This design comes from an exercise in tuning for a short achievable clock period and few clock cycles on the open sky130 flow, not from production work.
Only simulation tests tie the RTL to the original design; equivalence was not proved.

`design/flow/config.mk`:
```
export PLATFORM = sky130hd
export DESIGN_NAME = riscv
export DESIGN_NICKNAME = riscv
export VERILOG_FILES = /design/flow/design.v
export SDC_FILE = /design/flow/constraint.sdc
export NUM_CORES = 4
export LEC_CHECK = 0
export ABC_CLOCK_PERIOD_IN_PS = 3000
export CAP_MARGIN = 20
export CORE_MARGIN = 2
export CORE_UTILIZATION = 40
export SLEW_MARGIN = 20
```
`design/flow/flow/run.sh`:
```
#!/bin/bash
set -euo pipefail
MARGIN=${MARGIN:-6.5}
EXTRA=(SETUP_SLACK_MARGIN=$MARGIN "BUFFER_PORTS_ARGS=-buffer_cell sky130_fd_sc_hd__buf_6")
bash standard.sh synth > synth.log 2>&1
bash standard.sh floorplan "${EXTRA[@]}" > floorplan.log 2>&1
bash standard.sh place "${EXTRA[@]}" > place.log 2>&1
bash standard.sh cts "${EXTRA[@]}" > cts.log 2>&1
bash standard.sh route "${EXTRA[@]}" > route.log 2>&1
bash standard.sh finish "${EXTRA[@]}" > finish.log 2>&1
```
`design/flow/standard.sh`:
```
#!/bin/bash
# synth_recipe.tcl (not shown) runs the flow's synth.tcl, then flattens the netlist and writes it again
# the make line also repeats each setting of config.mk as NAME=value (left out here)
make -C /OpenROAD-flow-scripts/flow DESIGN_CONFIG=/design/flow/config.mk WORK_HOME=/design/flow/orfs CLKGATE_MAP_FILE= SYNTH_SCRIPT=/design/flow/synth_recipe.tcl "${@:-finish}"
```
`design/flow/constraint.sdc`:
```
create_clock -name core_clock -period 10.0 [get_ports {clk}]
set_input_delay 2.0000 -clock core_clock [delete_from_list [all_inputs] [get_ports {clk}]]
set_output_delay 2.0000 -clock core_clock [all_outputs]
set_load 0.01 [all_outputs]
```
`design/flow/design.v`:
```
module ksadd #(
    parameter int W = 32
)(
    input logic[W-1:0] a,
    input logic[W-1:0] b,
    input logic cin,
    output logic[W-1:0] s,
    output logic cout
);
    localparam int L = 5;   
    logic[W-1:0] g[L+1];
    logic[W-1:0] p[L+1];
    logic[W-1:0] x;
    assign x = a ^ b;
    assign g[0] = {a[W-1:1] & b[W-1:1], (a[0] & b[0]) | (x[0] & cin)};
    assign p[0] = x;
    for (genvar k = 0; k < L; k++) begin : level
        for (genvar i = 0; i < W; i++) begin : bit_
            if (i >= (1 << k)) begin : op
                assign g[k+1][i] = g[k][i] | (p[k][i] & g[k][i - (1 << k)]);
                assign p[k+1][i] = p[k][i] & p[k][i - (1 << k)];
            end else begin : pass
                assign g[k+1][i] = g[k][i];
                assign p[k+1][i] = p[k][i];
            end
        end
    end
    assign s = x ^ {g[L][W-2:0], cin};
    assign cout = g[L][W-1];
endmodule
module riscv #(
    parameter logic[31:0] BootVector = 32'h0000_0000
)(
    input logic clk,
    input logic reset,
    output logic halted,
    input logic unhalt,
    output logic[31:0] i_addr,
    input logic[31:0] i_data,
    output logic[31:0] d_addr,
    output logic[31:0] d_wdata,
    output logic[3:0] d_wstrb,
    input logic[31:0] d_rdata
);
    localparam int TagW = 8;
    logic[31:0] pc_f;
    logic[15:0] oh_f;
    logic hit_f, pred_f;
    logic[1:0] ctr_f;
    logic[29:0] ptgt_f;
    logic valid_d;
    logic[31:0] ir_d;
    logic[31:0] pc_d;
    logic hit_d, pred_d;
    logic[1:0] ctr_d;
    logic[29:0] ptgt_d;
    logic lui_d, auipc_d, jal_d, jalr_d, br_d, ld_d, st_d, opimm_d, op_d, ill_d;
    logic[31:0] immpc_d, immalu_d;
    logic stall_d, redir_d;
    logic[31:0] pc_imm_d, pc4_d;
    logic valid_e;
    logic[31:0] a_e, b_e, s_e;
    logic fa1_e, fb1_e, fs1_e;
    logic[3:0] cs_e;
    logic[4:0] ss_e, rs_e;
    logic sub_e, sgn_e, breq_e, brinv_e;
    logic[8:0] rsel_e;
    logic[2:0] mf3_e;
    logic sra_e;
    logic[31:0] dres_e;
    logic[31:0] pc4_e, pc_imm_e;
    logic is_br_e, is_jal_e, is_jalr_e, is_ld_e, is_st_e, wr_e;
    logic[4:0] rd_e;
    logic pred_e, hit_e, dp_e, exc_e;
    logic[1:0] ctr_e;
    logic[29:0] ptgt_e;
    logic[TagW+3:0] pcb_e;
    logic redir_e;
    logic valid_m;
    logic[31:0] res_m, addr_m, wd_m;
    logic[3:0] wstrb_m;
    logic ld_m, wr_m, jalr_m, pred_m, hit_m, exc_m, ctrl_m, taken_m;
    logic[2:0] f3_m;
    logic[4:0] rd_m;
    logic[1:0] ctr_m;
    logic[29:0] ptgt_m, pcimm_m;
    logic[TagW+3:0] pcb_m;
    logic redir_m;
    logic[31:0] tgt_m;
    logic wr_w;
    logic[4:0] rd_w;
    logic[31:0] res_w;
    logic[15:0] btb_v;
    logic[TagW-1:0] btb_tag[16];
    logic[29:0] btb_tgt[16];
    logic[1:0] btb_ctr[16];
    logic[TagW-1:0] tag_sel;
    always_comb begin
        tag_sel = '0;
        ctr_f = '0;
        ptgt_f = '0;
        hit_f = 1'b0;
        for (int i = 0; i < 16; i++) begin
            tag_sel = tag_sel | (btb_tag[i] & {TagW{oh_f[i]}});
            ctr_f = ctr_f | (btb_ctr[i] & {2{oh_f[i]}});
            ptgt_f = ptgt_f | (btb_tgt[i] & {30{oh_f[i]}});
            hit_f = hit_f | (btb_v[i] & oh_f[i]);
        end
        hit_f = hit_f & (tag_sel == pc_f[TagW+5:6]);
    end
    assign pred_f = hit_f & ctr_f[1];
    logic[31:0] pc4_f, npc_f;
    logic[15:0] ohnpc_f;
    assign pc4_f = {pc_f[31:2] + 30'd1, pc_f[1:0]};
    assign npc_f = pred_f ? {ptgt_f, 2'b00} : pc4_f;
    assign ohnpc_f = pred_f ? (16'h1 << ptgt_f[3:0]) : {oh_f[14:0], oh_f[15]};
    logic[31:0] ia_n;
    logic[29:0] da_n;
    assign i_addr = ~ia_n;
    logic[31:0] pc_ct, pc_t1, pc_t0, pc_nx;
    logic[15:0] oh_ct, oh_t1, oh_t0, oh_nx;
    logic misp1, misp0, cond;
    logic[31:0] tgt1, tgt0;
    assign pc_ct = redir_d ? dtgt : (stall_d ? pc_f : npc_f);
    assign oh_ct = redir_d ? (16'h1 << dtgt[5:2]) : (stall_d ? oh_f : ohnpc_f);
    logic tok_e, ok_e;
    assign tok_e = dp_e | ((pc_imm_e[31:2] == ptgt_e) & ~pc_imm_e[1]);
    assign ok_e = pred_e & tok_e;
    always_comb begin
        if (is_br_e) begin
            misp1 = ~ok_e;
            misp0 = pred_e;
        end else if (is_jal_e) begin
            misp1 = ~ok_e;
            misp0 = ~ok_e;
        end else if (is_jalr_e) begin
            misp1 = 1'b0;
            misp0 = 1'b0;
        end else begin
            misp1 = pred_e | exc_e;
            misp0 = pred_e | exc_e;
        end
        misp1 = misp1 & valid_e;
        misp0 = misp0 & valid_e;
    end
    assign tgt1 = (is_br_e | is_jal_e) ? pc_imm_e : pc4_e;
    assign tgt0 = is_jal_e ? pc_imm_e : pc4_e;
    assign pc_t1 = redir_m ? tgt_m : (misp1 ? tgt1 : pc_ct);
    assign pc_t0 = redir_m ? tgt_m : (misp0 ? tgt0 : pc_ct);
    assign oh_t1 = redir_m ? (16'h1 << tgt_m[5:2]) : (misp1 ? (16'h1 << tgt1[5:2]) : oh_ct);
    assign oh_t0 = redir_m ? (16'h1 << tgt_m[5:2]) : (misp0 ? (16'h1 << tgt0[5:2]) : oh_ct);
    assign pc_nx = cond ? pc_t1 : pc_t0;
    assign oh_nx = cond ? oh_t1 : oh_t0;
    assign redir_e = cond ? misp1 : misp0;
    logic kill_fd;
    assign kill_fd = redir_e | redir_m;
    always_ff @(posedge clk or posedge reset) begin
        if (reset) begin
            pc_f <= BootVector;
            ia_n <= ~BootVector;
            oh_f <= 16'h1 << BootVector[5:2];
        end else if (!halted) begin
            pc_f <= pc_nx;
            ia_n <= ~pc_nx;
            oh_f <= oh_nx;
        end
    end
    always_ff @(posedge clk or posedge reset) begin
        if (reset)
            valid_d <= 1'b0;
        else if (halted | kill_fd | redir_d)
            valid_d <= 1'b0;
        else if (!stall_d)
            valid_d <= 1'b1;
    end
    logic[6:0] opc_f;
    logic lui_f, auipc_f, jal_f, jalr_f, br_f, ld_f, st_f, opimm_f, op_f, misc_f;
    assign opc_f = i_data[6:0];
    assign lui_f   = opc_f == 7'b0110111;
    assign auipc_f = opc_f == 7'b0010111;
    assign jal_f   = opc_f == 7'b1101111;
    assign jalr_f  = opc_f == 7'b1100111;
    assign br_f    = opc_f == 7'b1100011;
    assign ld_f    = opc_f == 7'b0000011;
    assign st_f    = opc_f == 7'b0100011;
    assign opimm_f = opc_f == 7'b0010011;
    assign op_f    = opc_f == 7'b0110011;
    assign misc_f  = opc_f == 7'b0001111;
    always_ff @(posedge clk) begin
        if (!stall_d) begin
            ir_d <= i_data;
            pc_d <= pc_f;
            hit_d <= hit_f;
            pred_d <= pred_f;
            ctr_d <= ctr_f;
            ptgt_d <= ptgt_f;
            lui_d <= lui_f;
            auipc_d <= auipc_f;
            jal_d <= jal_f;
            jalr_d <= jalr_f;
            br_d <= br_f;
            ld_d <= ld_f;
            st_d <= st_f;
            opimm_d <= opimm_f;
            op_d <= op_f;
            ill_d <= ~(lui_f | auipc_f | jal_f | jalr_f | br_f | ld_f | st_f | opimm_f | op_f | misc_f);
            immpc_d <= br_f ? {{20{i_data[31]}}, i_data[7], i_data[30:25], i_data[11:8], 1'b0} :
                       (jal_f ? {{12{i_data[31]}}, i_data[19:12], i_data[20], i_data[30:21], 1'b0} :
                        {i_data[31:12], 12'h000});
            immalu_d <= st_f ? {{20{i_data[31]}}, i_data[31:25], i_data[11:7]} :
                        {{20{i_data[31]}}, i_data[31:20]};
        end
    end
    logic[2:0] f3;
    logic[4:0] rd, rs1, rs2;
    logic use_rs1, use_rs2, b_imm, writes;
    logic[31:0] rv1, rv2;
    assign f3 = ir_d[14:12];
    assign rd = ir_d[11:7];
    assign rs1 = ir_d[19:15];
    assign rs2 = ir_d[24:20];
    assign use_rs1 = jalr_d | br_d | ld_d | st_d | opimm_d | op_d;
    assign use_rs2 = br_d | st_d | op_d;
    assign b_imm = jalr_d | ld_d | st_d | opimm_d;
    assign writes = (lui_d | auipc_d | jal_d | jalr_d | ld_d | opimm_d | op_d) & (rd != 5'd0);
    ksadd #(32) pc_imm_add(.a(pc_d), .b(immpc_d), .cin(1'b0), .s(pc_imm_d), .cout());
    assign pc4_d = {pc_d[31:2] + 30'd1, pc_d[1:0]};
    logic[31:0] regs[32];
    always_ff @(posedge clk) begin
        if (wr_w)
            regs[rd_w] <= res_w;
    end
    assign rv1 = (rs1 == 5'd0) ? 32'h0 : ((wr_w && rd_w == rs1) ? res_w : regs[rs1]);
    assign rv2 = (rs2 == 5'd0) ? 32'h0 : ((wr_w && rd_w == rs2) ? res_w : regs[rs2]);
    logic[31:0] ld_val, mres;
    assign mres = ld_m ? ld_val : res_m;
    logic wr_e_live;
    assign wr_e_live = valid_e & wr_e;
    logic m1e, m2e, m1m, m2m;
    assign m1e = wr_e_live && rd_e == rs1;
    assign m2e = wr_e_live && rd_e == rs2;
    assign m1m = wr_m && rd_m == rs1;
    assign m2m = wr_m && rd_m == rs2;
    assign stall_d = valid_d & is_ld_e & ((use_rs1 & m1e) | (use_rs2 & m2e));
    logic sub_d, fb1_d;
    logic[4:0] ssel;
    assign ssel = {m1e & fb1_d & ~sub_d, ~m1e & fb1_d & sub_d, ~m1e & fb1_d & ~sub_d,
                   m1e & ~fb1_d, ~m1e & ~fb1_d};
    assign sub_d = br_d | ((op_d | opimm_d) & f3[2:1] == 2'b01) | (op_d & ir_d[30] & f3 == 3'b000);
    assign fb1_d = ~b_imm & m2e;
    logic auipc_e, fuse;
    logic[31:0] jt, dtgt;
    ksadd #(32) jt_add(.a(dres_e), .b(immalu_d), .cin(1'b0), .s(jt), .cout());
    assign fuse = jalr_d & auipc_e & m1e;
    assign dtgt = fuse ? {jt[31:1], 1'b0} : pc_imm_d;
    logic dpred;
    assign dpred = ~hit_d & (jal_d | (br_d & ir_d[31]) | fuse);
    assign redir_d = valid_d & dpred & ~stall_d;
    always_ff @(posedge clk or posedge reset) begin
        if (reset)
            valid_e <= 1'b0;
        else
            valid_e <= valid_d & ~stall_d & ~kill_fd;
    end
    always_ff @(posedge clk) begin
        begin
            a_e <= m1m ? mres : rv1;
            b_e <= (b_imm ? immalu_d : (m2m ? mres : rv2)) ^ {32{sub_d}};
            s_e <= m2m ? mres : rv2;
            fa1_e <= m1e;
            fb1_e <= fb1_d;
            fs1_e <= m2e;
            sub_e <= sub_d;
            cs_e <= {m1e & fb1_d, ~m1e & fb1_d, m1e & ~fb1_d, ~m1e & ~fb1_d};
            ss_e <= ssel;
            rs_e <= ssel & {5{~(lui_d | auipc_d | jal_d | jalr_d) & ~((op_d | opimm_d) & f3 != 3'b000)}};
            sgn_e <= br_d ? ~f3[1] : ~f3[0];
            breq_e <= ~f3[2];
            brinv_e <= f3[0];
            rsel_e <= (lui_d | auipc_d | jal_d | jalr_d) ? 9'h100 :
                      ((op_d | opimm_d) ? {1'b0, 8'h01 << f3} : 9'h001);
            sra_e <= ir_d[30];
            dres_e <= lui_d ? immpc_d : (auipc_d ? pc_imm_d : pc4_d);
            pc4_e <= pc4_d;
            pc_imm_e <= pc_imm_d;
            is_br_e <= br_d & (f3[2:1] != 2'b01);
            is_jal_e <= jal_d;
            is_jalr_e <= jalr_d;
            is_ld_e <= ld_d;
            is_st_e <= st_d;
            wr_e <= writes;
            rd_e <= rd;
            mf3_e <= f3;
            pred_e <= pred_d | dpred;
            hit_e <= hit_d;
            dp_e <= ~hit_d;
            ctr_e <= ctr_d;
            ptgt_e <= (~hit_d & fuse) ? jt[31:2] : ptgt_d;
            auipc_e <= auipc_d;
            exc_e <= ill_d;
            pcb_e <= pc_d[TagW+5:2];
        end
    end
    logic[31:0] s00, s10, s01a, s01s;
    logic c01s;
    ksadd #(32) add00(.a(a_e), .b(b_e), .cin(sub_e), .s(s00), .cout());
    ksadd #(32) add10(.a(res_m), .b(b_e), .cin(sub_e), .s(s10), .cout());
    ksadd #(32) add01a(.a(a_e), .b(res_m), .cin(1'b0), .s(s01a), .cout());
    ksadd #(32) add01s(.a(a_e), .b(~res_m), .cin(1'b1), .s(s01s), .cout(c01s));
    logic k00, k10;
    ksadd #(32) cmp00(.a(a_e), .b(b_e), .cin(1'b1), .s(), .cout(k00));
    ksadd #(32) cmp10(.a(res_m), .b(b_e), .cin(1'b1), .s(), .cout(k10));
    logic lt00, lt10, lt01;
    assign lt00 = (sgn_e & (a_e[31] ^ ~b_e[31])) ? a_e[31] : ~k00;
    assign lt10 = (sgn_e & (res_m[31] ^ ~b_e[31])) ? res_m[31] : ~k10;
    assign lt01 = (sgn_e & (a_e[31] ^ res_m[31])) ? a_e[31] : ~c01s;
    logic eq00, eq10, eq01;
    assign eq00 = &(a_e ^ b_e);
    assign eq10 = &(res_m ^ b_e);
    assign eq01 = (a_e == res_m);
    logic cd00, cd10, cd01, cd11;
    assign cd00 = (breq_e ? eq00 : lt00) ^ brinv_e;
    assign cd10 = (breq_e ? eq10 : lt10) ^ brinv_e;
    assign cd01 = (breq_e ? eq01 : lt01) ^ brinv_e;
    assign cd11 = breq_e ^ brinv_e;
    assign cond = (cs_e[0] & cd00) | (cs_e[1] & cd10) | (cs_e[2] & cd01) | (cs_e[3] & cd11);
    logic[31:0] sum;
    logic lt;
    assign sum = ({32{ss_e[0]}} & s00) | ({32{ss_e[1]}} & s10) | ({32{ss_e[2]}} & s01a) |
                 ({32{ss_e[3]}} & s01s) | ({32{ss_e[4]}} & {res_m[30:0], 1'b0});
    assign lt = (cs_e[0] & lt00) | (cs_e[1] & lt10) | (cs_e[2] & lt01);
    logic[31:0] fa, fb, fs;
    assign fa = fa1_e ? res_m : a_e;
    assign fb = fb1_e ? res_m : b_e;
    assign fs = fs1_e ? res_m : s_e;
    logic[63:0] shr64;
    logic[31:0] shr, shl;
    assign shr64 = {{32{sra_e & fa[31]}}, fa} >> fb[4:0];
    assign shr = shr64[31:0];
    assign shl = fa << fb[4:0];
    logic[31:0] alu_res;
    assign alu_res = ({32{rs_e[0]}} & s00) | ({32{rs_e[1]}} & s10) | ({32{rs_e[2]}} & s01a) |
                     ({32{rs_e[3]}} & s01s) | ({32{rs_e[4]}} & {res_m[30:0], 1'b0}) |
                     ({32{rsel_e[1]}} & shl) |
                     {31'h0, (rsel_e[2] | rsel_e[3]) & lt} |
                     ({32{rsel_e[4]}} & (fa ^ fb)) |
                     ({32{rsel_e[5]}} & shr) |
                     ({32{rsel_e[6]}} & (fa | fb)) |
                     ({32{rsel_e[7]}} & (fa & fb)) |
                     ({32{rsel_e[8]}} & dres_e);
    logic taken;
    assign taken = is_br_e & cond;
    logic[3:0] lanes;
    logic mis_mem;
    always_comb begin
        lanes = 4'b0000;
        mis_mem = 1'b0;
        case (mf3_e[1:0])
            2'b00: lanes = 4'b0001 << sum[1:0];
            2'b01: begin
                lanes = sum[1] ? 4'b1100 : 4'b0011;
                mis_mem = sum[0];
            end
            2'b10: begin
                lanes = 4'b1111;
                mis_mem = sum[1] | sum[0];
            end
            default: mis_mem = 1'b1;
        endcase
    end
    logic go_m;
    assign go_m = valid_e & ~redir_m;
    always_ff @(posedge clk or posedge reset) begin
        if (reset) begin
            valid_m <= 1'b0;
            wr_m <= 1'b0;
            wstrb_m <= 4'h0;
        end else begin
            valid_m <= go_m;
            wr_m <= go_m & wr_e;
            wstrb_m <= (go_m & is_st_e & ~mis_mem) ? lanes : 4'h0;
        end
    end
    always_ff @(posedge clk) begin
        begin
            res_m <= alu_res;
            addr_m <= sum;
            da_n <= ~sum[31:2];
            case (mf3_e[1:0])
                2'b00: wd_m <= {4{fs[7:0]}};
                2'b01: wd_m <= {2{fs[15:0]}};
                default: wd_m <= fs;
            endcase
            ld_m <= is_ld_e;
            f3_m <= mf3_e;
            rd_m <= rd_e;
            jalr_m <= is_jalr_e;
            pred_m <= pred_e;
            hit_m <= hit_e;
            ctr_m <= ctr_e;
            ptgt_m <= ptgt_e;
            pcb_m <= pcb_e;
            pcimm_m <= pc_imm_e[31:2];
            ctrl_m <= is_br_e | is_jal_e | is_jalr_e;
            taken_m <= taken | is_jal_e | is_jalr_e;
            exc_m <= ((is_ld_e | is_st_e) & mis_mem) |
                     ((taken | is_jal_e) & pc_imm_e[1]) | (is_jalr_e & sum[1]);
        end
    end
    assign d_addr = {~da_n, 2'b00};
    assign d_wdata = wd_m;
    assign d_wstrb = wstrb_m;
    assign redir_m = valid_m & (exc_m | (jalr_m & ~(pred_m & (addr_m[31:2] == ptgt_m) & ~addr_m[1])));
    assign tgt_m = {addr_m[31:1], 1'b0};
    logic[31:0] sh;
    assign sh = d_rdata >> {addr_m[1:0], 3'b000};
    always_comb
        case (f3_m)
            3'b000: ld_val = {{24{sh[7]}}, sh[7:0]};
            3'b001: ld_val = {{16{sh[15]}}, sh[15:0]};
            3'b100: ld_val = {24'h0, sh[7:0]};
            3'b101: ld_val = {16'h0, sh[15:0]};
            default: ld_val = d_rdata;
        endcase
    always_ff @(posedge clk or posedge reset) begin
        if (reset)
            wr_w <= 1'b0;
        else
            wr_w <= wr_m & ~exc_m;
    end
    always_ff @(posedge clk) begin
        begin
            res_w <= mres;
            rd_w <= rd_m;
        end
    end
    logic[3:0] idx_m;
    logic[29:0] btgt_m;
    assign idx_m = pcb_m[3:0];
    assign btgt_m = jalr_m ? addr_m[31:2] : pcimm_m;
    always_ff @(posedge clk or posedge reset) begin
        if (reset)
            btb_v <= 16'h0;
        else if (valid_m) begin
            if (ctrl_m) begin
                if (taken_m)
                    btb_v[idx_m] <= 1'b1;
            end else if (hit_m)
                btb_v[idx_m] <= 1'b0;
        end
    end
    always_ff @(posedge clk) begin
        if (valid_m && ctrl_m) begin
            if (taken_m) begin
                btb_tag[idx_m] <= pcb_m[TagW+3:4];
                btb_tgt[idx_m] <= btgt_m;
                btb_ctr[idx_m] <= hit_m ? (ctr_m == 2'b11 ? 2'b11 : ctr_m + 2'b01) : 2'b10;
            end else if (hit_m)
                btb_ctr[idx_m] <= (ctr_m == 2'b00) ? 2'b00 : ctr_m - 2'b01;
        end
    end
    logic halt_set;
    assign halt_set = (valid_e & exc_e & ~redir_m) | (valid_m & exc_m);
    always_ff @(posedge clk or posedge reset) begin
        if (reset)
            halted <= 1'b0;
        else if (unhalt)
            halted <= 1'b0;
        else if (halt_set)
            halted <= 1'b1;
    end
endmodule
```
==> tab_implementation.tex, run 1 <==
\begin{tabular}{lr}
\hline
Metric & Value \\
\hline
\multicolumn{2}{l}{\textbf{Setup path}} \\
Reg-to-reg startpoint & pc\_imm\_e[15]\$\_DFF\_P\_ \\
Register-to-Register Path Depth & 14 \\
Worst Path Max Fanout & 24 \\
Worst EP arrival & 4700 ps \\
Critical path launch point type & flop \\
Critical Path Sink Type & flop \\
Setup crit start & pc\_imm\_e[15]\$\_DFF\_P\_ \\
Worst r2r dst & ia\_n[20]\$\_DFFE\_PP1N\_ \\
CP endpoint & ia\_n[20]\$\_DFFE\_PP1N\_ \\
Required time of the critical path & about 11000 ps \\
Critical path class & reg2reg \\
R2R setup slack & 6090 ps \\
\multicolumn{2}{l}{\textbf{Synthesis}} \\
Post-synthesis instance area & 0.120 sq mm \\
Per-instance average area after synthesis & 13.4 sq um \\
Count of flip-flops with a built-in enable after synthesis & 1800 \\
Main area contributors after synthesis & edfxtp\_1 45\%, mux4\_2 12\%, dfxtp\_1 9.1\%, mux2i\_1 3.0\%, ha\_1 2.7\% \\
Post-synthesis cell type with the largest combined area & edfxtp\_1 \\
Top cell type's share of synthesized area & 0.451 \\
Fraction of registers with async set or reset after synthesis & 0.0433 \\
Post-synth cell types & around 120 \\
Number of storage elements in the synthesis netlist & approximately 2.4k \\
Ranking of synthesized cells by instance count & 1800 x edfxtp\_1, 644 x mux4\_2, 609 x nand2\_1 \\
Flip-flop cell with the highest count after synthesis & edfxtp\_1 \\
Leading cell type by number of instances after synthesis & edfxtp\_1 \\
Gate count after technology mapping & 8940 \\
Share of synthesized area occupied by flip-flops and latches & 0.564 \\
YS warnings & 4 \\
\multicolumn{2}{l}{\textbf{Layout}} \\
Share of layout cells above drive strength 1 & 0.296 \\
Final net count & 9780 \\
Area growth from synthesis to layout & 21.3\% \\
\multicolumn{2}{l}{\textbf{Global routing}} \\
Total track usage & 0.309 \\
Largest net degree at the start of global routing & between 60 and 70 \\
Initial antenna violation count & 60 \\
First-pass GRT wire length & 666000 um \\
Vias in the first global route & 85.1k \\
Global route total overflow & 0 \\
\multicolumn{2}{l}{\textbf{Die}} \\
Core Region & between 0.2 and 0.3 sq mm \\
Top-Level Pins & 168 \\
Die boundary width & between 500 and 600 um \\
Row count & 200 \\
Starting density of the core & 0.403 \\
DIE AREA & 0.304 sq mm \\
Die Y-Extent & 551 um \\
\multicolumn{2}{l}{\textbf{Drt}} \\
Number of routed nets with antenna violations & 0 \\
Number of detailed-route iterations in the first pass & 10 \\
Drt via density & 6.57 \\
Routed via count & 89.7k \\
Wire length per cell & 35.8 um \\
DRC & 0 \\
Initial detailed-routing violation count & 13.6k \\
Detailed-route wire length & 488000 um \\
\multicolumn{2}{l}{\textbf{Clock network}} \\
CTS Sinks & around 2.4k \\
H-tree levels & 5 \\
Root Driver & clkbuf\_16 \\
Clock-pin slew of the registers on the worst-case setup and hold paths & 60 ps \\
Later-pin clock latency in the skew report & 910 ps \\
Clock tree from TritonCTS & done \\
Number of buffers between clock root and the deepest sink & 4 \\
Num CTS Buffers & 274 \\
\multicolumn{2}{l}{\textbf{STA}} \\
Hold Violations, Final & 0 \\
Final period util & 0.391 \\
Highest clock frequency the design can meet & 256 MHz \\
Clock Skews & 81.3 ps \\
Unrepaired setup endpoints after global routing & true \\
Final setup fails & 0 \\
Clock period minus worst slack & around 3900 ps \\
Worst-case headroom to the max-slew limit & 0.187 \\
Worst slew pin tran & 1220 ps \\
Slew Limit Fails & 0 \\
Final sum of negative setup slack & 0 ps \\
\multicolumn{2}{l}{\textbf{Min path}} \\
Launch point of the worst hold path & hit\_e\$\_DFF\_P\_ \\
Type of the worst min-delay path & reg2reg \\
\multicolumn{2}{l}{\textbf{Placement}} \\
Final estimated routing congestion in global placement & a little over 1 \\
Half-perimeter wire length after placement & 309000 um \\
Number of port buffers & 165 \\
\multicolumn{2}{l}{\textbf{Flow run}} \\
Max-cap violations & 0 \\
\multicolumn{2}{l}{\textbf{Run status}} \\
Status & timing/DRC/antenna clean \\
\hline
\end{tabular}
==> layer usage <==
metal | part of all wire | routed length [um] | track usage | up-vias
met2 | 0.44 | 214000 | 0.464 | 6032
met1 | 0.39 | 189000 | 0.424 | 46100
met5 | 0.00026 | 125 | 0 | -
met4 | 0.064 | 31100 | 0.165 | 18
met3 | 0.11 | 53900 | 0.0627 | 1276
li1 | - | - | - | 36300
==> kinds of logic after synthesis <==
group	share of synthesized area
xor gates and xnor gates	0.0241
AOI/OAI and AO/OA	0.118
adders and majority gates	0.0284
other	0.0000313
and+or+nand+nor	0.0739
buffers and inverters	0.0304
DFF	0.564
muxes	0.161
==> layout make-up <==
cell class                      count  area [sq um]
Clock buffer                      362          7550
Inverter                          345          1360
Antenna cell                       37          92.6
Timing Repair Buffer              806          8660
Multi-Input combinational cell   5571         53300
Fill cell                       25200        152000
Sequential cell                  2449         67900
Clock inverter                    136          1490
Tap cell                         3939          4930
==> layout by cell type (no fill, tap or decap), types with 63 or more instances in the layout <==
| cell type | instances |
|---|---|
| mux4_2 | 644 |
| a21o_1 | 84 |
| a221oi_1 | 128 |
| inv_1 | 306 |
| nand4_1 | 110 |
| o22ai_1 | 89 |
| a22o_1 | 138 |
| edfxtp_1 | 1800 |
| a21oi_1 | 364 |
| mux2_2 | 103 |
| nand3_1 | 139 |
| clkbuf_1 | 63 |
| dfxtp_1 | 424 |
| xnor2_1 | 182 |
| xor2_1 | 116 |
| buf_4 | 445 |
| ha_1 | 172 |
| nand2_1 | 591 |
| mux2i_1 | 317 |
| dfxtp_2 | 72 |
| o211ai_1 | 65 |
| nor2_1 | 422 |
| o21ai_0 | 228 |
| buf_6 | 250 |
| a22oi_1 | 155 |
| clkbuf_16 | 292 |
| nor3_1 | 94 |
==> flip-flops by register name, summed over array words and instances, names as in the netlist, 32 cells and up, named ones only <==
signal	flops
res_w	32
b_e	32
btb_tgt	480
pc_f	32
regs	1024
btb_ctr	32
pc_imm_e	32
wd_m	32
ia_n	32
a_e	32
addr_m	32
dres_e	32
res_m	32
pc_d	32
s_e	32
btb_tag	128
==> critical path, cell delays in order (launching register included) <==
cell and delay [ps]:
dfxtp_1 540, xnor2_1 170, nand4_1 230, nor4_1 450, a41oi_4 290, o2111a_1 330
buf_4 290, nand2_2 310, nor4_4 80, buf_4 160, buf_6 140, buf_6 150
a221oi_2 320, o31ai_4 120, a21boi_2 170
==> what timing repair did <==
action,in CTS,in global routing
resized for setup,744,431
setup buffers,252,157
endpoints found under the setup margin,373,220
pin swaps,173,165
hold buffers,0,0
cloned,19,10
==> per-stage QoR <==
stage	utilization	instance area [sq um]	setup slack (ps)	hold slack (ps)	cells
floorplan	-	120000	6360	310	8941
global placement	0.425	126000	4310	314	12700
detailed placement	0.425	127000	4220	313	12700
CTS	0.476	142000	6120	326	13400
global route	0.488	145000	6060	333	13600
finish	0.488	145000	6090	326	13600
==> worst min path at each step <==
stage,endpoint,depth (start not counted)
after floorplan,ctr_m[0]$_DFF_P_,0
after global placement,hit_m$_DFF_P_,0
after detailed placement,hit_m$_DFF_P_,0
after CTS,hit_m$_DFF_P_,0
after global routing,pcb_m[1]$_DFF_P_,0
final,hit_m$_DFF_P_,0
Testbench counts, summed over its fixed seeds: cycles 73,438.
==> inputs of run 2 (changes only) <==
--- a/design/flow/design.v
+++ b/design/flow/design.v
@@ -59,2 +59,7 @@
     logic stall_d, redir_d;
+    logic frz, hold_fd;
+    logic[2:0] f3;
+    logic[4:0] rd, rs1, rs2;
+    logic use_rs1, use_rs2, b_imm, writes;
+    logic he1_d, he2_d, hm1_d, hm2_d, sd;
     logic[31:0] pc_imm_d, pc4_d;
@@ -77,3 +82,2 @@
     logic[TagW+3:0] pcb_e;
-    logic redir_e;
     logic valid_m;
@@ -88,3 +92,5 @@
     logic redir_m;
-    logic[31:0] tgt_m;
+    logic[31:0] tgt_m, tgt1_m, tgt0_m;
+    logic[15:0] ohtgt_m, oh1_m, oh0_m;
+    logic cond_m, misp1_m, misp0_m, br_m, jal_m, excr_m, pcimm1_m;
     logic wr_w;
@@ -96,5 +102,3 @@
     logic[1:0] btb_ctr[16];
-    logic[TagW-1:0] tag_sel;
     always_comb begin
-        tag_sel = '0;
         ctr_f = '0;
@@ -103,8 +107,6 @@
         for (int i = 0; i < 16; i++) begin
-            tag_sel = tag_sel | (btb_tag[i] & {TagW{oh_f[i]}});
             ctr_f = ctr_f | (btb_ctr[i] & {2{oh_f[i]}});
             ptgt_f = ptgt_f | (btb_tgt[i] & {30{oh_f[i]}});
-            hit_f = hit_f | (btb_v[i] & oh_f[i]);
+            hit_f = hit_f | (btb_v[i] & oh_f[i] & (btb_tag[i] == pc_f[TagW+5:6]));
         end
-        hit_f = hit_f & (tag_sel == pc_f[TagW+5:6]);
     end
@@ -116,11 +118,10 @@
     assign ohnpc_f = pred_f ? (16'h1 << ptgt_f[3:0]) : {oh_f[14:0], oh_f[15]};
-    logic[31:0] ia_n;
     logic[29:0] da_n;
-    assign i_addr = ~ia_n;
-    logic[31:0] pc_ct, pc_t1, pc_t0, pc_nx;
-    logic[15:0] oh_ct, oh_t1, oh_t0, oh_nx;
+    assign i_addr = pc_f;
+    logic[31:0] pc_ct, pc_nx;
+    logic[15:0] oh_ct, oh_nx;
     logic misp1, misp0, cond;
     logic[31:0] tgt1, tgt0;
-    assign pc_ct = redir_d ? dtgt : (stall_d ? pc_f : npc_f);
-    assign oh_ct = redir_d ? (16'h1 << dtgt[5:2]) : (stall_d ? oh_f : ohnpc_f);
+    assign pc_ct = redir_d ? dtgt : (hold_fd ? pc_f : npc_f);
+    assign oh_ct = redir_d ? (16'h1 << dtgt[5:2]) : (hold_fd ? oh_f : ohnpc_f);
     logic tok_e, ok_e;
@@ -139,4 +140,4 @@
         end else begin
-            misp1 = pred_e | exc_e;
-            misp0 = pred_e | exc_e;
+            misp1 = pred_e;
+            misp0 = pred_e;
         end
@@ -147,11 +148,6 @@
     assign tgt0 = is_jal_e ? pc_imm_e : pc4_e;
-    assign pc_t1 = redir_m ? tgt_m : (misp1 ? tgt1 : pc_ct);
-    assign pc_t0 = redir_m ? tgt_m : (misp0 ? tgt0 : pc_ct);
-    assign oh_t1 = redir_m ? (16'h1 << tgt_m[5:2]) : (misp1 ? (16'h1 << tgt1[5:2]) : oh_ct);
-    assign oh_t0 = redir_m ? (16'h1 << tgt_m[5:2]) : (misp0 ? (16'h1 << tgt0[5:2]) : oh_ct);
-    assign pc_nx = cond ? pc_t1 : pc_t0;
-    assign oh_nx = cond ? oh_t1 : oh_t0;
-    assign redir_e = cond ? misp1 : misp0;
+    assign pc_nx = redir_m ? tgt_m : pc_ct;
+    assign oh_nx = redir_m ? ohtgt_m : oh_ct;
     logic kill_fd;
-    assign kill_fd = redir_e | redir_m;
+    assign kill_fd = redir_m;
     always_ff @(posedge clk or posedge reset) begin
@@ -159,7 +155,5 @@
             pc_f <= BootVector;
-            ia_n <= ~BootVector;
             oh_f <= 16'h1 << BootVector[5:2];
-        end else if (!halted) begin
+        end else if (!halted | redir_m) begin
             pc_f <= pc_nx;
-            ia_n <= ~pc_nx;
             oh_f <= oh_nx;
@@ -170,5 +164,5 @@
             valid_d <= 1'b0;
-        else if (halted | kill_fd | redir_d)
+        else if (kill_fd | redir_d)
             valid_d <= 1'b0;
-        else if (!stall_d)
+        else if (!hold_fd)
             valid_d <= 1'b1;
@@ -189,3 +183,3 @@
     always_ff @(posedge clk) begin
-        if (!stall_d) begin
+        if (!hold_fd) begin
             ir_d <= i_data;
@@ -211,7 +205,8 @@
                         {{20{i_data[31]}}, i_data[31:20]};
+            he1_d <= writes && rd == i_data[19:15];
+            he2_d <= writes && rd == i_data[24:20];
+            hm1_d <= wr_e && rd_e == i_data[19:15];
+            hm2_d <= wr_e && rd_e == i_data[24:20];
         end
     end
-    logic[2:0] f3;
-    logic[4:0] rd, rs1, rs2;
-    logic use_rs1, use_rs2, b_imm, writes;
     logic[31:0] rv1, rv2;
@@ -239,7 +234,15 @@
     logic m1e, m2e, m1m, m2m;
-    assign m1e = wr_e_live && rd_e == rs1;
-    assign m2e = wr_e_live && rd_e == rs2;
-    assign m1m = wr_m && rd_m == rs1;
-    assign m2m = wr_m && rd_m == rs2;
+    assign m1e = he1_d & valid_e;
+    assign m2e = he2_d & valid_e;
+    assign m1m = (sd ? he1_d : hm1_d) & wr_m;
+    assign m2m = (sd ? he2_d : hm2_d) & wr_m;
+    always_ff @(posedge clk or posedge reset) begin
+        if (reset)
+            sd <= 1'b0;
+        else
+            sd <= stall_d;
+    end
     assign stall_d = valid_d & is_ld_e & ((use_rs1 & m1e) | (use_rs2 & m2e));
+    assign frz = halted | (valid_e & exc_e);
+    assign hold_fd = stall_d | frz;
     logic sub_d, fb1_d;
@@ -257,3 +260,3 @@
     assign dpred = ~hit_d & (jal_d | (br_d & ir_d[31]) | fuse);
-    assign redir_d = valid_d & dpred & ~stall_d;
+    assign redir_d = valid_d & dpred & ~hold_fd;
     always_ff @(posedge clk or posedge reset) begin
@@ -262,3 +265,3 @@
         else
-            valid_e <= valid_d & ~stall_d & ~kill_fd;
+            valid_e <= valid_d & ~hold_fd & ~kill_fd;
     end
@@ -350,4 +353,2 @@
                      ({32{rsel_e[8]}} & dres_e);
-    logic taken;
-    assign taken = is_br_e & cond;
     logic[3:0] lanes;
@@ -386,2 +387,11 @@
             res_m <= alu_res;
+            cond_m <= cond;
+            misp1_m <= misp1;
+            misp0_m <= misp0;
+            tgt1_m <= tgt1;
+            tgt0_m <= tgt0;
+            oh1_m <= 16'h1 << tgt1[5:2];
+            oh0_m <= 16'h1 << tgt0[5:2];
+            br_m <= is_br_e;
+            pcimm1_m <= pc_imm_e[1];
             addr_m <= sum;
@@ -404,5 +414,4 @@
             ctrl_m <= is_br_e | is_jal_e | is_jalr_e;
-            taken_m <= taken | is_jal_e | is_jalr_e;
-            exc_m <= ((is_ld_e | is_st_e) & mis_mem) |
-                     ((taken | is_jal_e) & pc_imm_e[1]) | (is_jalr_e & sum[1]);
+            jal_m <= is_jal_e | is_jalr_e;
+            excr_m <= ((is_ld_e | is_st_e) & mis_mem) | (is_jal_e & pc_imm_e[1]) | (is_jalr_e & sum[1]);
         end
@@ -412,4 +421,9 @@
     assign d_wstrb = wstrb_m;
-    assign redir_m = valid_m & (exc_m | (jalr_m & ~(pred_m & (addr_m[31:2] == ptgt_m) & ~addr_m[1])));
-    assign tgt_m = {addr_m[31:1], 1'b0};
+    logic rq_m;
+    assign taken_m = (br_m & cond_m) | jal_m;
+    assign exc_m = excr_m | (br_m & cond_m & pcimm1_m);
+    assign rq_m = valid_m & (cond_m ? misp1_m : misp0_m);
+    assign redir_m = rq_m | (valid_m & (exc_m | (jalr_m & ~(pred_m & (addr_m[31:2] == ptgt_m) & ~addr_m[1]))));
+    assign tgt_m = rq_m ? (cond_m ? tgt1_m : tgt0_m) : {addr_m[31:1], 1'b0};
+    assign ohtgt_m = rq_m ? (cond_m ? oh1_m : oh0_m) : (16'h1 << addr_m[5:2]);
     logic[31:0] sh;
==> tab_implementation.tex, run 2 <==
\begin{tabular}{lr}
\hline
Metric & Value \\
\hline
\multicolumn{2}{l}{\textbf{STA}} \\
Worst slew pin tran & 1150 ps (-69.5 ps) \\
Hold Violations, Final & 0 (unchanged) \\
Highest clock frequency the design can meet & 275 MHz (+7.6\%) \\
Worst-case headroom to the max-slew limit & 0.235 (+0.0483) \\
Final sum of negative setup slack & 0 ps (unchanged) \\
Unrepaired setup endpoints after global routing & true \\
Clock period minus worst slack & 3630 ps (-277 ps) \\
Post-Route Hold Slack & 323 ps (-3.47 ps) \\
Setup slack after layout & 6370 ps (+277 ps) \\
Clock Skews & 79.9 ps (-1.35 ps) \\
Slew Limit Fails & 0 (unchanged) \\
Final period util & 0.363 (-0.0277) \\
Final setup fails & 0 (unchanged) \\
\multicolumn{2}{l}{\textbf{Synthesis}} \\
Flip-flop cell with the highest count after synthesis & edfxtp\_1 \\
Ranking of synthesized cells by instance count & 1804 x edfxtp\_1, 643 x dfxtp\_1, 642 x mux4\_2 \\
Post-synthesis cell type with the largest combined area & edfxtp\_1 \\
Fraction of registers with async set or reset after synthesis & 0.0297 (-0.0135) \\
Per-instance average area after synthesis & 13.5 sq um (+0.60\%) \\
Post-synth cell types & 103 (-17\%) \\
Post-synthesis instance area & 0.120 sq mm (+0.33\%) \\
Number of storage elements in the synthesis netlist & 2522 (+3.0\%) \\
Count of flip-flops with a built-in enable after synthesis & 1804 (+0.22\%) \\
Share of synthesized area occupied by flip-flops and latches & 0.573 (+0.00903) \\
Main area contributors after synthesis & edfxtp\_1 45\%, mux4\_2 12\%, dfxtp\_1 11\%, ha\_1 2.7\%, mux2i\_1 2.6\% \\
Gate count after technology mapping & 8916 (-0.27\%) \\
Leading cell type by number of instances after synthesis & edfxtp\_1 \\
YS warnings & 4 (unchanged) \\
Top cell type's share of synthesized area & 0.451 (-0.000471) \\
\multicolumn{2}{l}{\textbf{Clock network}} \\
Clock-pin slew of the registers on the worst-case setup and hold paths & 60 ps (about the same) \\
H-tree levels & 5 (unchanged) \\
Number of buffers between clock root and the deepest sink & 4 (unchanged) \\
Num CTS Buffers & 279 (+1.8\%) \\
Later-pin clock latency in the skew report & 900 ps (about the same) \\
Root Driver & clkbuf\_16 \\
Clock tree from TritonCTS & done \\
CTS Sinks & 2522 (+3.0\%) \\
\multicolumn{2}{l}{\textbf{Global routing}} \\
Vias in the first global route & 81.7k (-4.0\%) \\
Largest net degree at the start of global routing & 83 (+26\%) \\
First-pass GRT wire length & 625000 um (-6.1\%) \\
Global route total overflow & 0 (unchanged) \\
Initial antenna violation count & 21 (-65\%) \\
Total track usage & 0.286 (-0.0227) \\
\multicolumn{2}{l}{\textbf{Layout}} \\
Area growth from synthesis to layout & 17.2\% \\
Share of layout cells above drive strength 1 & 0.253 (-0.0430) \\
Register name with the most flops & regs \\
Final Cell Area & 0.141 sq mm (-3.1\%) \\
Most frequent standard cell in the layout excluding fill and tap cells & edfxtp\_1 \\
Leading cell types in the layout, fill and taps excluded & 1804 x edfxtp\_1, 642 x mux4\_2, 632 x nand2\_1 \\
Flip-flop count of the largest register after layout & 1024 (unchanged) \\
Top flop regs & regs: 1024 flops, btb\_tgt: 480 flops, btb\_tag: 128 flops \\
Final net count & 9541 (-2.4\%) \\
\multicolumn{2}{l}{\textbf{Setup path}} \\
Required time of the critical path & 8000 ps (-2790 ps) \\
Slowest cell on crit path & dfrtp\_2 \\
Critical Path Sink Type & output pin \\
Crit path largest cell delay & 470 ps (-70 ps) \\
Critical path launch point type & flop \\
Critical path class & reg2out \\
Worst EP arrival & 1630 ps (-3070 ps) \\
Sequence of cells on the critical path & buf\_12, buf\_6 \\
Worst Path Max Fanout & 3 (-88\%) \\
\multicolumn{2}{l}{\textbf{Die}} \\
DIE AREA & 0.305 sq mm (+0.33\%) \\
Starting density of the core & 0.401 (-0.00137) \\
Die Y-Extent & 552 um (+0.16\%) \\
Die boundary width & 552 um (+0.16\%) \\
Top-Level Pins & 168 (unchanged) \\
Row count & 201 (+0.50\%) \\
Core Region & 0.300 sq mm (+0.67\%) \\
\multicolumn{2}{l}{\textbf{Drt}} \\
Routed via count & 84.6k (-5.6\%) \\
Number of routed nets with antenna violations & 0 (unchanged) \\
DRC & 0 (unchanged) \\
Number of detailed-route iterations in the first pass & 10 (unchanged) \\
Drt via density & 6.31 (-4.0\%) \\
Wire length per cell & 33.9 um (-5.3\%) \\
Detailed-route wire length & 454000 um (-7.0\%) \\
Initial detailed-routing violation count & 11.4k (-16\%) \\
\multicolumn{2}{l}{\textbf{Min path}} \\
Type of the worst min-delay path & reg2reg \\
\multicolumn{2}{l}{\textbf{Placement}} \\
Standard cell area after detailed placement & 0.127 sq mm (+0.25\%) \\
Number of port buffers & 165 (unchanged) \\
Final estimated routing congestion in global placement & 1.01 (-0.20\%) \\
Post-Place Worst Slack & 5160 ps (+945 ps) \\
Half-perimeter wire length after placement & 293000 um (-5.2\%) \\
\multicolumn{2}{l}{\textbf{Run status}} \\
Status & timing/DRC/antenna clean \\
\multicolumn{2}{l}{\textbf{Flow run}} \\
Max-cap violations & 0 (unchanged) \\
\hline
\end{tabular}
-- run 2: logic make-up after synthesis --
family	Yosys count	synth area share
multiplexers	1118	0.162
XOR/XNOR	468	0.0341
flip-flops	2522	0.573
AO/OA/AOI/OAI	1775	0.102
buffers and inverters	877	0.0291
other	1	0.0000312
AND/OR/NAND/NOR	1889	0.0719
adder cells (fa/ha/maj)	266	0.0282
-- run 2: worst max-delay path: cells and delay by family (launching register included) --
family                 cells  cell delay [ps]
DFF                        1              470
buffers and inverters      2              270
-- run 2: worst paths after layout --
path,startpoint,end,slack (ps),cells past startpoint
min in group asynchronous,reset,oh_f[8]$_DFFE_PP0P_,1220,2
min,ctr_e[1]$_DFF_P_,ctr_m[1]$_DFF_P_,320,0
min reg2reg,ctr_e[1]$_DFF_P_,ctr_m[1]$_DFF_P_,320,0
max,pc_f[12]$_DFFE_PP0P_,i_addr[12],6370,2
max in group asynchronous,reset,pc_f[29]$_DFFE_PP0P_,7400,3
max reg2reg,fa1_e$_DFF_P_,res_m[0]$_DFF_P_,6370,11
-- run 2: repair_timing --
action | CTS | global route
gates resized for setup | 401 | 269
setup endpoints to repair | 789 | 186
hold buffers | 0 | 0
pin swaps | 44 | 88
buffers inserted | 122 | 77
cloned | 13 | 7
-- run 2: layer usage --
| layer | track usage | up-vias | part of all wire |
|---|---|---|---|
| met5 | 0 | - | 0.00012 |
| li1 | - | 35100 | - |
| met1 | 0.382 | 43500 | 0.38 |
| met2 | 0.453 | 5121 | 0.46 |
| met4 | 0.137 | 8 | 0.056 |
| met3 | 0.0515 | 927 | 0.098 |
-- run 2: cell type report --
cell class / count / area, sq um
antenna: 18 / 45.0
clock buffer: 360 / 7630
clock inverter: 145 / 1510
fill: 26000 / 159000
inverter: 314 / 1230
multi-input combinational: 5519 / 50300
sequential: 2522 / 69200
tap: 3958 / 4950
timing repair buffer: 571 / 6020
timing repair inverter: 1 / 8.76
-- run 2: metrics by stage --
stage / instances / utilization
after floorplan: 8917 / -
after global placement: 12700 / 0.423
after detailed placement: 12700 / 0.423
after CTS: 13300 / 0.464
after global routing: 13400 / 0.470
final: 13400 / 0.470
Testbench counts of run 2, summed over its fixed seeds: cycles 74,527.
==> inputs of run 3 (changes only) <==
--- a/design/flow/design.v
+++ b/design/flow/design.v
@@ -46,2 +46,3 @@
     logic[31:0] pc_f;
+    logic[31:0] pc_ct, pc_nx;
     logic[15:0] oh_f;
@@ -118,5 +119,14 @@
     assign ohnpc_f = pred_f ? (16'h1 << ptgt_f[3:0]) : {oh_f[14:0], oh_f[15]};
+    logic[31:0] ia;
     logic[29:0] da_n;
-    assign i_addr = pc_f;
-    logic[31:0] pc_ct, pc_nx;
+    logic boot;
+    assign i_addr = ia;
+    always_ff @(posedge clk)
+        ia <= pc_nx;
+    always_ff @(posedge clk or posedge reset) begin
+        if (reset)
+            boot <= 1'b1;
+        else
+            boot <= 1'b0;
+    end
     logic[15:0] oh_ct, oh_nx;
@@ -245,3 +255,3 @@
     assign stall_d = valid_d & is_ld_e & ((use_rs1 & m1e) | (use_rs2 & m2e));
-    assign frz = halted | (valid_e & exc_e);
+    assign frz = halted | (valid_e & exc_e) | boot;
     assign hold_fd = stall_d | frz;
==> tab_implementation.tex, run 3 <==
\begin{tabular}{lr}
\hline
Metric & Value \\
\hline
\multicolumn{2}{l}{\textbf{Setup path}} \\
Worst EP arrival & 4340 ps (+2710 ps) \\
Reg-to-reg startpoint & res\_m[21]\$\_DFF\_P\_ \\
Required time of the critical path & 10780 ps (+2780 ps) \\
Critical path launch point type & flop \\
R2R setup slack & 6440 ps (+70 ps) \\
Register-to-Register Path Depth & 12 (+1) \\
Critical path class & reg2reg \\
Worst r2r dst & da\_n[26]\$\_DFF\_P\_ \\
Worst Path Max Fanout & 9 (+6) \\
Critical Path Sink Type & flop \\
\multicolumn{2}{l}{\textbf{Synthesis}} \\
Gate count after technology mapping & 9007 (+1.0\%) \\
Main area contributors after synthesis & edfxtp\_1 45\%, mux4\_2 12\%, dfxtp\_1 11\%, mux2i\_1 2.7\%, ha\_1 2.7\% \\
Leading cell type by number of instances after synthesis & edfxtp\_1 \\
Share of synthesized area occupied by flip-flops and latches & 0.574 (about the same) \\
YS warnings & 4 (unchanged) \\
Post-synthesis instance area & 0.121 sq mm (+0.89\%) \\
Count of flip-flops with a built-in enable after synthesis & 1804 (unchanged) \\
Ranking of synthesized cells by instance count & 1804 x edfxtp\_1, 675 x dfxtp\_1, 645 x mux4\_2 \\
Post-synth cell types & 100 (-2.9\%) \\
Fraction of registers with async set or reset after synthesis & 0.0297 (about the same) \\
Post-synthesis cell type with the largest combined area & edfxtp\_1 \\
Top cell type's share of synthesized area & 0.447 (-0.00397) \\
Flip-flop cell with the highest count after synthesis & edfxtp\_1 \\
Per-instance average area after synthesis & 13.5 sq um (-0.13\%) \\
Number of storage elements in the synthesis netlist & 2555 (+1.3\%) \\
\multicolumn{2}{l}{\textbf{Drt}} \\
DRC & 0 (unchanged) \\
Wire length per cell & 33.2 um (-2.1\%) \\
Routed via count & 84.4k (-0.26\%) \\
Detailed-route wire length & 446000 um (-1.8\%) \\
Drt via density & 6.28 (-0.58\%) \\
Initial detailed-routing violation count & 11.0k (-4.2\%) \\
Number of detailed-route iterations in the first pass & 9 (-1) \\
Number of routed nets with antenna violations & 0 (unchanged) \\
\multicolumn{2}{l}{\textbf{Layout}} \\
Final net count & 9551 (+0.10\%) \\
Most frequent standard cell in the layout excluding fill and tap cells & edfxtp\_1 \\
Leading cell types in the layout, fill and taps excluded & 1804 x edfxtp\_1, 645 x mux4\_2, 580 x nand2\_1 \\
Top flop regs & regs: 1024 flops, btb\_tgt: 480 flops, btb\_tag: 128 flops \\
Register name with the most flops & regs \\
Share of layout cells above drive strength 1 & 0.242 (-0.0111) \\
Area growth from synthesis to layout & 17.0\% \\
Flip-flop count of the largest register after layout & 1024 (unchanged) \\
\multicolumn{2}{l}{\textbf{STA}} \\
Clock period minus worst slack & 3560 ps (-68.4 ps) \\
Final period util & 0.356 (-0.00684) \\
Unrepaired setup endpoints after global routing & true \\
Final sum of negative setup slack & 0 ps (unchanged) \\
Final setup fails & 0 (unchanged) \\
Worst-case headroom to the max-slew limit & 0.181 (-0.0540) \\
Worst slew pin tran & 1230 ps (+79.6 ps) \\
Clock Skews & 67.5 ps (-12.4 ps) \\
Slew Limit Fails & 0 (unchanged) \\
Post-Route Hold Slack & 327 ps (+4.59 ps) \\
Highest clock frequency the design can meet & 281 MHz (+1.9\%) \\
Hold Violations, Final & 0 (unchanged) \\
\multicolumn{2}{l}{\textbf{Placement}} \\
Half-perimeter wire length after placement & 294000 um (+0.23\%) \\
Final estimated routing congestion in global placement & 1.01 (-0.15\%) \\
Number of port buffers & 165 (unchanged) \\
\multicolumn{2}{l}{\textbf{Min path}} \\
Hold EP & ctr\_m[0]\$\_DFF\_P\_ \\
Launch point of the worst hold path & ctr\_e[0]\$\_DFF\_P\_ \\
Type of the worst min-delay path & reg2reg \\
Worst Hold Depth & 0 (unchanged) \\
\multicolumn{2}{l}{\textbf{Global routing}} \\
First-pass GRT wire length & 617000 um (-1.4\%) \\
Initial antenna violation count & 28 (+33\%) \\
Largest net degree at the start of global routing & 87 (+4.8\%) \\
Total track usage & 0.280 (-0.00694) \\
Vias in the first global route & 81.1k (-0.73\%) \\
Global route total overflow & 0 (unchanged) \\
\multicolumn{2}{l}{\textbf{Die}} \\
Die boundary width & 555 um (+0.44\%) \\
Starting density of the core & 0.401 (about the same) \\
Top-Level Pins & 168 (unchanged) \\
Row count & 202 (+0.50\%) \\
Core Region & 0.302 sq mm (+0.92\%) \\
Die Y-Extent & 555 um (+0.44\%) \\
DIE AREA & 0.308 sq mm (+0.88\%) \\
\multicolumn{2}{l}{\textbf{Run status}} \\
Status & timing/DRC/antenna clean \\
\multicolumn{2}{l}{\textbf{Clock network}} \\
Clock-pin slew of the registers on the worst-case setup and hold paths & 60 ps (about the same) \\
Number of buffers between clock root and the deepest sink & 4 (unchanged) \\
CTS Sinks & 2555 (+1.3\%) \\
Hold-fix buffers at CTS & 0 (unchanged) \\
Clock tree from TritonCTS & done \\
Later-pin clock latency in the skew report & 910 ps (about the same) \\
Root Driver & clkbuf\_16 \\
Num CTS Buffers & 284 (+1.8\%) \\
H-tree levels & 5 (unchanged) \\
\multicolumn{2}{l}{\textbf{Flow run}} \\
Max-cap violations & 0 (unchanged) \\
\hline
\end{tabular}
## run 3: worst max path at each step
| stage | startpoint | depth (start not counted) | to |
|---|---|---|---|
| floorplan | d_rdata[31] | 9 | b_e[10]$_DFF_P_ |
| global placement | fb1_e$_DFF_P_ | 13 | res_m[22]$_DFF_P_ |
| detailed placement | fb1_e$_DFF_P_ | 13 | res_m[22]$_DFF_P_ |
| CTS | halted$_DFFE_PP0P_ | 1 | halted |
| global route | a_e[7]$_DFF_P_ | 12 | da_n[26]$_DFF_P_ |
| finish | res_m[21]$_DFF_P_ | 12 | da_n[26]$_DFF_P_ |
## run 3: cells by family (layout without fill, tap and decap cells)
kind of cell / Yosys count / after routing / synth area share
AND/OR/NAND/NOR: 1838 / 1839 / 0.0687
multiplexers: 1136 / 1136 / 0.162
AO/OA/AOI/OAI: 1876 / 1877 / 0.106
XOR/XNOR: 445 / 445 / 0.0321
other: 1 / 24 / 0.0000309
flip-flops: 2555 / 2555 / 0.574
adder cells (fa/ha/maj): 266 / 266 / 0.0279
buffers and inverters: 890 / 1330 / 0.0292
## run 3: stage by stage
step | utilization | worst slack (ps) | cells | cell area (sq um)
after floorplan | - | 6280 | 9009 | 121000
after global placement | 0.423 | 5110 | 12800 | 128000
after detailed placement | 0.423 | 5140 | 12800 | 128000
after CTS | 0.462 | 6420 | 13400 | 140000
after global routing | 0.469 | 6350 | 13400 | 142000
final | 0.469 | 6440 | 13500 | 142000
## run 3: critical path: stages (launching register included)
cell and delay [ps]:
dfxtp_1 300, buf_4 210, inv_1 60, ha_1 480
inv_4 210, nand4_1 270, nor4b_1 510, o211ai_1 310
a21oi_1 410, nor2_1 130, xnor2_1 220, nand2_1 100
and3_1 220
## run 3: timing repair
action | CTS | global route
setup endpoints to repair | 378 | 178
gates resized for setup | 359 | 274
setup buffers | 61 | 50
hold endpoints to repair | 0 | 0
pin swaps | 42 | 61
gates cloned | 14 | 12
## run 3: metal layers
| metal | GRT usage | routed length (um) | vias to the layer above |
|---|---|---|---|
| met4 | 0.130 | 24100 | 12 |
| met3 | 0.0537 | 41700 | 882 |
| met1 | 0.377 | 176000 | 43500 |
| li1 | - | - | 35400 |
| met5 | 0 | 79 | - |
| met2 | 0.436 | 204000 | 4598 |
## run 3: area by class of cell
type,instances,area (sq um)
diodes,21,52.6
clock buffers,358,7730
clock inverters,161,1720
fillers,26200,160000
inverters,308,1210
multi-input cells,5566,50800
flip-flops and latches,2555,69800
well taps,3978,4980
repair buffers,501,5500
repair inverters,2,17.5
Testbench counts of run 3, summed over its fixed seeds: cycles 74,559.
==> inputs of run 4 (changes only) <==
--- a/design/flow/flow/run.sh
+++ b/design/flow/flow/run.sh
@@ -2,3 +2,3 @@
 set -euo pipefail
-MARGIN=${MARGIN:-6.5}
+MARGIN=${MARGIN:-7}
 EXTRA=(SETUP_SLACK_MARGIN=$MARGIN "BUFFER_PORTS_ARGS=-buffer_cell sky130_fd_sc_hd__buf_6")
--- a/design/flow/config.mk
+++ b/design/flow/config.mk
@@ -10,3 +10,4 @@
 export CORE_MARGIN = 2
-export CORE_UTILIZATION = 40
+export CORE_UTILIZATION = 55
+export PLACE_DENSITY = 0.62
 export SLEW_MARGIN = 20
==> tab_implementation.tex, run 4 <==
\begin{tabular}{lr}
\hline
Metric & Value \\
\hline
\multicolumn{2}{l}{\textbf{Global routing}} \\
Largest net degree at the start of global routing & 77 (-11\%) \\
Vias in the first global route & 87.0k (+7.3\%) \\
Global route total overflow & 0 (unchanged) \\
Initial antenna violation count & 43 (+54\%) \\
First-pass GRT wire length & 663000 um (+7.4\%) \\
Total track usage & 0.420 (+0.141) \\
\multicolumn{2}{l}{\textbf{Die}} \\
Top-Level Pins & 168 (unchanged) \\
Die Y-Extent & 474 um (-15\%) \\
Core Region & 0.220 sq mm (-27\%) \\
Starting density of the core & 0.552 (+0.151) \\
Row count & 172 (-15\%) \\
Die boundary width & 474 um (-15\%) \\
DIE AREA & 0.224 sq mm (-27\%) \\
\multicolumn{2}{l}{\textbf{Setup path}} \\
Register-to-Register Path Depth & 10 (-2) \\
Sequence of cells on the critical path & ha\_1, nand2b\_1, o21ai\_0, nand2\_1, nand4\_1, a221o\_1, a221o\_1, a31o\_2, a221o\_1, a221o\_1 \\
Critical path class & reg2reg \\
Reg-to-reg startpoint & b\_e[30]\$\_DFF\_P\_ \\
Worst Path Max Fanout & 9 (unchanged) \\
Worst EP arrival & 4380 ps (+40 ps) \\
Critical path launch point type & flop \\
Critical Path Sink Type & flop \\
R2R setup slack & 6390 ps (-50 ps) \\
Crit path largest cell delay & 610 ps (+100 ps) \\
Slowest cell on crit path & dfxtp\_1 \\
Combined buffer and inverter count along the critical path & 0 (-3) \\
Required time of the critical path & 10770 ps (about the same) \\
Cell mode on critical path & a221o\_1 \\
CP top delay family & compound AO/OA/AOI/OAI gates \\
Worst r2r dst & res\_m[30]\$\_DFF\_P\_ \\
\multicolumn{2}{l}{\textbf{Clock network}} \\
Number of buffers between clock root and the deepest sink & 4 (unchanged) \\
Num CTS Buffers & 286 (+0.70\%) \\
Clock-pin slew of the registers on the worst-case setup and hold paths & 60 ps (about the same) \\
Hold-fix buffers at CTS & 0 (unchanged) \\
CTS Sinks & 2555 (unchanged) \\
Clock tree from TritonCTS & done \\
Later-pin clock latency in the skew report & 960 ps (+50 ps) \\
H-tree levels & 5 (unchanged) \\
Root Driver & clkbuf\_16 \\
\multicolumn{2}{l}{\textbf{Layout}} \\
Register name with the most flops & regs \\
Final net count & 10.2k (+6.3\%) \\
Leading cell types in the layout, fill and taps excluded & 1804 x edfxtp\_1, 645 x mux4\_2, 557 x nand2\_1 \\
Most frequent standard cell in the layout excluding fill and tap cells & edfxtp\_1 \\
Flip-flop count of the largest register after layout & 1024 (unchanged) \\
\# fillers & 14.8k (-44\%) \\
Area growth from synthesis to layout & 26.7\% \\
Share of layout cells above drive strength 1 & 0.366 (+0.124) \\
Top flop regs & regs: 1024 flops, btb\_tgt: 480 flops, btb\_tag: 128 flops \\
Number of standard cells in the final layout excluding fillers & 12.9k (-3.9\%) \\
\multicolumn{2}{l}{\textbf{Min path}} \\
Hold EP & rd\_w[0]\$\_DFF\_P\_ \\
Launch point of the worst hold path & rd\_m[0]\$\_DFF\_P\_ \\
Type of the worst min-delay path & reg2reg \\
Worst Hold Depth & 0 (unchanged) \\
\multicolumn{2}{l}{\textbf{STA}} \\
Worst-case headroom to the max-slew limit & 0.0574 (-0.124) \\
Clock Skews & 77.7 ps (+10.2 ps) \\
Slew Limit Fails & 0 (unchanged) \\
Setup slack after layout & 6390 ps (-46.1 ps) \\
Hold Violations, Final & 0 (unchanged) \\
Worst slew pin tran & 1400 ps (+170 ps) \\
Final sum of negative setup slack & 0 ps (unchanged) \\
Clock period minus worst slack & 3610 ps (+46.1 ps) \\
Final setup fails & 0 (unchanged) \\
Final period util & 0.361 (+0.00461) \\
Unrepaired setup endpoints after global routing & true \\
Highest clock frequency the design can meet & 277 MHz (-1.3\%) \\
\multicolumn{2}{l}{\textbf{Synthesis}} \\
Top cell type's share of synthesized area & 0.447 (unchanged) \\
YS warnings & 4 (unchanged) \\
Main area contributors after synthesis & edfxtp\_1 45\%, mux4\_2 12\%, dfxtp\_1 11\%, mux2i\_1 2.7\%, ha\_1 2.7\% \\
Leading cell type by number of instances after synthesis & edfxtp\_1 \\
Fraction of registers with async set or reset after synthesis & 0.0297 (unchanged) \\
Post-synth cell types & 100 (unchanged) \\
Flip-flop cell with the highest count after synthesis & edfxtp\_1 \\
Share of synthesized area occupied by flip-flops and latches & 0.574 (unchanged) \\
Count of flip-flops with a built-in enable after synthesis & 1804 (unchanged) \\
Post-synthesis cell type with the largest combined area & edfxtp\_1 \\
Post-synthesis instance area & 0.121 sq mm (unchanged) \\
Gate count after technology mapping & 9007 (unchanged) \\
Ranking of synthesized cells by instance count & 1804 x edfxtp\_1, 675 x dfxtp\_1, 645 x mux4\_2 \\
Per-instance average area after synthesis & 13.5 sq um (unchanged) \\
Number of storage elements in the synthesis netlist & 2555 (unchanged) \\
\multicolumn{2}{l}{\textbf{Placement}} \\
Final estimated routing congestion in global placement & 1.02 (+0.44\%) \\
Number of port buffers & 165 (unchanged) \\
Half-perimeter wire length after placement & 291000 um (-1.0\%) \\
Placed cells & 11.7k (-8.7\%) \\
Post-Place Worst Slack & 4940 ps (-198 ps) \\
\multicolumn{2}{l}{\textbf{Drt}} \\
DRC & 0 (unchanged) \\
Detailed-route wire length & 486000 um (+8.9\%) \\
Wire length per cell & 37.6 um (+13\%) \\
Drt via density & 7.08 (+13\%) \\
Number of detailed-route iterations in the first pass & 10 (+1) \\
Number of routed nets with antenna violations & 0 (unchanged) \\
Routed via count & 91.5k (+8.4\%) \\
Initial detailed-routing violation count & 13.8k (+26\%) \\
\multicolumn{2}{l}{\textbf{Flow run}} \\
Max-cap violations & 0 (unchanged) \\
\multicolumn{2}{l}{\textbf{Run status}} \\
Status & timing/DRC/antenna clean \\
\hline
\end{tabular}
==> run 4: cell count changes in the layout (fill, tap and decap cells not counted), moves of 56 or more <==
cell     change
buf_4      +299
a21oi_1    -141
buf_6      +131
a21oi_2    +113
dfxtp_1     -88
buf_12      +71
o21ai_0     -71
ha_1        -68
inv_1       -65
dfxtp_2     +63
ha_4        +57
inv_2       +56
==> run 4: metal layers <==
metal  vias to the layer above  GRT usage  share of wire
li1                      36700          -              -
met1                     46500      0.564           0.37
met2                      6740      0.626           0.44
met3                      1561     0.0926           0.11
met4                        22      0.259          0.073
met5                         -    0.00627        0.00082
==> run 4: per-stage QoR <==
step           hold WS (ps)  instance area (sq um)   util
3_5_place_dp            312                 127000  0.577
6_report                292                 154000  0.700
4_1_cts                 321                 148000  0.675
5_1_grt                 300                 154000  0.700
3_3_place_gp            313                 127000  0.577
2_1_floorplan           310                 122000      -
==> run 4: kinds of logic (layout without fill, tap and decap cells) <==
kind of cell	after synthesis	in the layout	share of synthesized area
xor+xnor	445	445	0.0321
fa+ha+maj	266	266	0.0279
buf+inv	890	1909	0.0292
compound gates	1876	1879	0.106
simple gates	1838	1840	0.0687
other cells	1	26	0.0000309
mux	1136	1136	0.162
flops	2555	2555	0.574
==> run 4: how the worst max path moves through the flow <==
stage | endpoint | slack, ps | from | cells after the start
6_report | res_m[30]$_DFF_P_ | 6390 | b_e[30]$_DFF_P_ | 10
5_1_grt | addr_m[23]$_DFF_P_ | 6320 | b_e[0]$_DFF_P_ | 13
4_1_cts | i_addr[0] | 6470 | ia[0]$_DFF_P_ | 1
3_5_place_dp | ia[27]$_DFF_P_ | 4940 | addr_m[30]$_DFF_P_ | 10
3_3_place_gp | pc_f[27]$_DFFE_PP0P_ | 4920 | addr_m[30]$_DFF_P_ | 10
2_1_floorplan | b_e[10]$_DFF_P_ | 6280 | d_rdata[31] | 9
==> run 4: layout make-up <==
type	count	area, sq um	area share
Sequential cell	2555	70000	0.456
Multi-Input combinational cell	5569	56400	0.367
Timing Repair Buffer	1100	13200	0.0857
Clock buffer	368	7880	0.0513
Tap cell	2871	3590	0.0234
Clock inverter	130	1280	0.00834
Inverter	308	1240	0.00809
Antenna cell	23	57.6	0.000375
Timing Repair inverter	3	26.3	0.000171
==> run 4: what timing repair did <==
| action | in CTS | in global routing |
|---|---|---|
| pin swaps | 329 | 358 |
| buffers inserted | 423 | 227 |
| endpoints found under the setup margin | 1207 | 497 |
| resized for setup | 1424 | 695 |
| cloned | 76 | 15 |

-- separate check: timing with driven ports --
The flow's constraints put no driver on any port. The routed layouts listed below were extracted and timed again, unchanged, in two steps. Step 1 sets driving cells, clkbuf_16 on the clock port and buf_2 on the other inputs (assumed; they add their load-dependent delay and slew). Step 2, shift: input delay + t, output delay - t, t = (earliest + latest rising clock arrival at the registers) / 2. This alone moves slack from input paths to output paths. Slacks: ideal / step 1 / step 2; pairs: ideal / step 1.
run | shift t [ns] | slack for setup (ns) | worst register clock-pin slew, ns
run 1 | 0.970 | 6.091 / 6.063 / 5.671 | 0.07 / 0.07
run 2 | 0.969 | 6.368 / 6.269 / 5.581 | 0.07 / 0.07
run 3 | 0.971 | 6.437 / 6.375 / 5.733 | 0.07 / 0.07
run 4 | 1.015 | 6.391 / 6.389 / 5.759 | 0.07 / 0.07
After both steps setup and hold are still met in every run listed. For run 2, which loses most, drivers alone change the setup slack by -0.099 ns; drivers and shift together by -0.787 ns.
